Background: an optimization exercise with open tools, aiming at small area, a short achievable clock period and few clock cycles. Do not read the settings as production practice.
Where RTL was checked, it was by simulation tests only, not by an equivalence proof against the original.
Power is estimated from default activity; no workload was simulated.

// simplecpu
module simplecpu (
	input  logic        rst,
	input  logic        clk,
	output logic [9:0]  pc,
	input  logic [15:0] inst,
	output logic [7:0]  d_addr,
	output logic        d_wr,
	output logic [15:0] d_wdata,
	input  logic [15:0] d_rdata,
	output logic        halted);
Size in the first run: ~1400 cells after synthesis, ~70 I/O pins, about 0.018 mm² of cells after synthesis.
==> flow/config.mk <==
export PLATFORM = sky130hd
export DESIGN_NAME = simplecpu
export DESIGN_NICKNAME = simplecpu
export VERILOG_FILES = /design/flow/design.v
export SDC_FILE = /design/flow/constraint.sdc
export NUM_CORES = 4
export LEC_CHECK = 0
export CAP_MARGIN = 20
export CORE_MARGIN = 2
export CORE_UTILIZATION = 40
export PLACE_DENSITY = 0.6
export SETUP_SLACK_MARGIN = 4.1
export SLEW_MARGIN = 20
export SYNTH_HIERARCHICAL = 1
==> flow/constraint.sdc <==
create_clock -name core_clock -period 7.0 [get_ports {clk}]
set_input_delay 1.4000 -clock core_clock [delete_from_list [all_inputs] [get_ports {clk}]]
set_output_delay 1.4000 -clock core_clock [all_outputs]
set_load 0.01 [all_outputs]
standard.sh (not shown) runs the stock make flow with config.mk's settings and CLKGATE_MAP_FILE= SYNTH_SCRIPT=/design/flow/synth_recipe.tcl, a recipe that flattens the netlist after the stock synthesis.
==> flow/flow/run.sh <==
#!/bin/bash
# Standard ORFS layout (the standard.sh, synthesis unchanged), except that the
# input/output port buffers are sky130_fd_sc_hd__buf_2 cells instead of the default
# pick (a slow delay buffer). ORFS keeps each step's log under orfs/logs/; make's
# own output goes to standard.log here.
set -euo pipefail
bash standard.sh "BUFFER_PORTS_ARGS=-buffer_cell sky130_fd_sc_hd__buf_2" finish > standard.log 2>&1
The starting point finished clean.
Testbench counts at the start, summed over its fixed seeds: cycles 74,821.
Then changed:
--- a/flow/config.mk
+++ b/flow/config.mk
@@ -10,2 +10,2 @@
-export CORE_UTILIZATION = 40
-export PLACE_DENSITY = 0.6
+export CORE_UTILIZATION = 60
+export PLACE_DENSITY = 0.75
Effect: Setup slack barely changes. Critical path depth does not change. First-iteration DRC count grows by 28%. Area after synthesis does not change.


simplecpu, a different RTL version from the one above (not shown whole).
For scale: ~1500 cells after synthesis, roughly 70 I/O pins.
Settings: LEC_CHECK=0, CAP_MARGIN=20, CORE_MARGIN=2, CORE_UTILIZATION=40, PLACE_DENSITY=0.6, SETUP_SLACK_MARGIN=4.3, SLEW_MARGIN=20, SYNTH_HIERARCHICAL=1; clock period 7.0 ns.
Scripts as last shown in full above: flow/flow/run.sh
The starting point finished with timing, DRC and antenna clean.
==> next run, changes <==
- CORE_UTILIZATION: 40 -> 60
- PLACE_DENSITY: 0.6 -> 0.75
- SETUP_SLACK_MARGIN: 4.3 -> 3.9
The changed run produced a clean layout.
Critical path depth stays the same.
Via count went up by 1.1%.
Synthesized cell count is unchanged.
Wire length went down by 4.5%.
Worst setup slack got worse by 240 ps.
First-iteration DRC count went up by 21%.
Sequential share of layout area went up by 2.1 points.
Global-route usage went up by 9.3 points.
Clock-buffer cell count went up by 5.
Flip-flop and latch count does not change.
Function was not checked in any run of this note: the RTL went through the layout flow alone.


simplecpu, a different RTL version from the one above (not shown whole).
Size in the first run: ~1300 cells after synthesis, about 370 flip-flops, roughly 70 I/O pins, roughly 0.019 mm² of cells after synthesis.
clock: 7.0 ns
lec_check: 0
cap_margin: 20
core_margin: 2
core_utilization: 40
cts_buf_list: sky130_fd_sc_hd__clkbuf_8
cts_cluster_size: 30
place_density: 0.6
setup_slack_margin: 4.1
slew_margin: 20
synth_hierarchical: 1
Scripts as last shown in full above: flow/flow/run.sh
The baseline finished with timing, DRC and antenna clean.
Change:
--- a/flow/config.mk
+++ b/flow/config.mk
@@ -9,8 +9,6 @@
 export CORE_MARGIN = 2
 export CORE_UTILIZATION = 40
-export CTS_BUF_LIST = sky130_fd_sc_hd__clkbuf_8
-export CTS_CLUSTER_SIZE = 30
 export PLACE_DENSITY = 0.6
-export SETUP_SLACK_MARGIN = 4.1
+export SETUP_SLACK_MARGIN = 3.6
 export SLEW_MARGIN = 20
 export SYNTH_HIERARCHICAL = 1
What happened: The new run went through all stages and came out clean; utilization goes down by 1.8 points; wire length goes down by about 3.6%; total power goes down by 1.9%; via count goes down by 2.8%; setup slack got worse by 0.28 ns; fmax goes down by about 8%; register-to-register slack got worse by 0.31 ns; clock skew goes down by 0.012 ns; clock power stays flat.
No functional check of the RTL was part of any run of this note.


## build 64
Starting RTL as in the previous note.
// simplecpu
module simplecpu (
	input  logic        rst,
	input  logic        clk,
	output logic [9:0]  pc,
	input  logic [15:0] inst,
	output logic [7:0]  d_addr,
	output logic        d_wr,
	output logic [15:0] d_wdata,
	input  logic [15:0] d_rdata,
	output logic        halted);
make LEC_CHECK=0 CAP_MARGIN=20 CORE_MARGIN=2 CORE_UTILIZATION=40 PLACE_DENSITY=0.6 SETUP_SLACK_MARGIN=3.6 SLEW_MARGIN=20 SYNTH_HIERARCHICAL=1 finish   # period 7.0 ns
run.sh (not shown) runs the stock make flow with config.mk's settings and CLKGATE_MAP_FILE= SYNTH_SCRIPT=/design/flow/synth_recipe.tcl, a recipe that flattens the netlist after the stock synthesis.
Stock flow here: none of the scripts above is used.
Build 64 | stages: all done | timing, DRC, antenna: all pass
For build 79, these inputs were changed with respect to build 64:
==> flow/flow/run.sh (new file) <==
#!/bin/bash
# Standard ORFS layout (the standard.sh, synthesis unchanged), except that the
# input/output port buffers are sky130_fd_sc_hd__buf_2 cells instead of the default
# pick (a slow delay buffer). ORFS keeps each step's log under orfs/logs/; make's
# own output goes to standard.log here.
set -euo pipefail
bash standard.sh "BUFFER_PORTS_ARGS=-buffer_cell sky130_fd_sc_hd__buf_2" finish > standard.log 2>&1
==> flow/standard.sh (new file) <==
#!/bin/bash
# synth_recipe.tcl (not shown) runs the flow's synth.tcl, then flattens the netlist and writes it again
# the make line also repeats each setting of config.mk as NAME=value (left out here)
make -C /OpenROAD-flow-scripts/flow DESIGN_CONFIG=/design/flow/config.mk WORK_HOME=/design/flow/orfs CLKGATE_MAP_FILE= SYNTH_SCRIPT=/design/flow/synth_recipe.tcl "${@:-finish}"
--- a/flow/config.mk
+++ b/flow/config.mk
@@ -9,4 +9,5 @@
 export CORE_MARGIN = 2
 export CORE_UTILIZATION = 40
+export CTS_BUF_LIST = sky130_fd_sc_hd__clkbuf_4
 export PLACE_DENSITY = 0.6
 export SETUP_SLACK_MARGIN = 3.6
removed: flow/run.sh
==> comparison <==
Build 79 vs build 64: met3 track demand over resource in global routing up
Between build 79 and build 64, area of combinational cells with multiple inputs is lower for build 79, build 64 comes in above that.
Cell area ends up higher on build 64.
Diff build 64 -> build 79 | detailed-route wire length per cell | down by a few percent
Diff build 64 -> build 79: number of setup buffers added after CTS fell 5; worst-case setup margin in the final layout rose 72 ps.
Last element of the critical path = pc_q[0]$_SDFFE_PP0N_: build 64; last element of the critical path = x_b[6]$_DFF_P_: build 79
### build 79 -> build 30
--- a/flow/config.mk
+++ b/flow/config.mk
@@ -9,7 +9,6 @@
 export CORE_MARGIN = 2
 export CORE_UTILIZATION = 40
-export CTS_BUF_LIST = sky130_fd_sc_hd__clkbuf_4
 export PLACE_DENSITY = 0.6
-export SETUP_SLACK_MARGIN = 3.6
+export SETUP_SLACK_MARGIN = 4.1
 export SLEW_MARGIN = 20
 export SYNTH_HIERARCHICAL = 1
### Flow results
Across both runs, share of cell area taken by multi-input logic gates was higher for build 30 than for build 79.
Of build 79 and build 30, build 30 shows the lower share of the clock period used by the worst path, with build 79 above it.
Post-route minimum period: higher on build 79
Function was not checked in any run of this note: the RTL went through the layout flow alone.

## re-timing with driven ports
The results above use ideal ports. As a check the final layouts listed here were re-extracted and re-timed, cells and wires unchanged. Step 1: set_driving_cell puts a clkbuf_16 on clk and a buf_2 on each other input, an assumption about the parent block. Step 2 adds t to the input delays and takes it off the output delays; t is the mean of the earliest and latest rising clock arrival at the registers after step 1. Input paths then give back, and output paths get back, about the clock's delay inside the block. Three values: ideal, step 1, step 2; two values: the first two.
run	t, ns	slack for setup (ns)	hold WS [ns]	latest minus earliest clock arrival (ns)	slew at the worst register clock pin (ns)
the first run of note 1	0.591	4.145 / 4.090 / 3.694	0.432 / 0.432 / 0.432	0.011 / 0.011	0.07 / 0.07
the second run of note 1	0.589	4.145 / 4.091 / 3.674	0.433 / 0.433 / 0.433	0.038 / 0.038	0.07 / 0.07
the first run of note 2	0.592	4.240 / 4.199 / 3.642	0.452 / 0.452 / 0.452	0.011 / 0.012	0.07 / 0.07
the second run of note 2	0.587	3.996 / 3.999 / 3.440	0.444 / 0.444 / 0.444	0.020 / 0.020	0.06 / 0.06
the first run of note 3	0.665	3.978 / 3.983 / 3.318	0.360 / 0.360 / 0.360	0.028 / 0.028	0.07 / 0.07
the second run of note 3	0.593	3.700 / 3.700 / 3.248	0.356 / 0.356 / 0.356	0.017 / 0.017	0.06 / 0.06
build 64	0.587	3.670 / 3.700 / 3.114	0.360 / 0.360 / 0.360	0.023 / 0.023	0.07 / 0.07
build 79	0.830	3.742 / 3.742 / 3.223	0.360 / 0.360 / 0.360	0.057 / 0.058	0.08 / 0.08
build 30	0.591	3.976 / 3.990 / 3.399	0.362 / 0.362 / 0.362	0.016 / 0.017	0.07 / 0.07
After both steps every run listed still meets setup and hold. For the first run of note 3, which loses most, drivers alone change the setup slack by +0.005 ns; drivers and shift together by -0.660 ns.
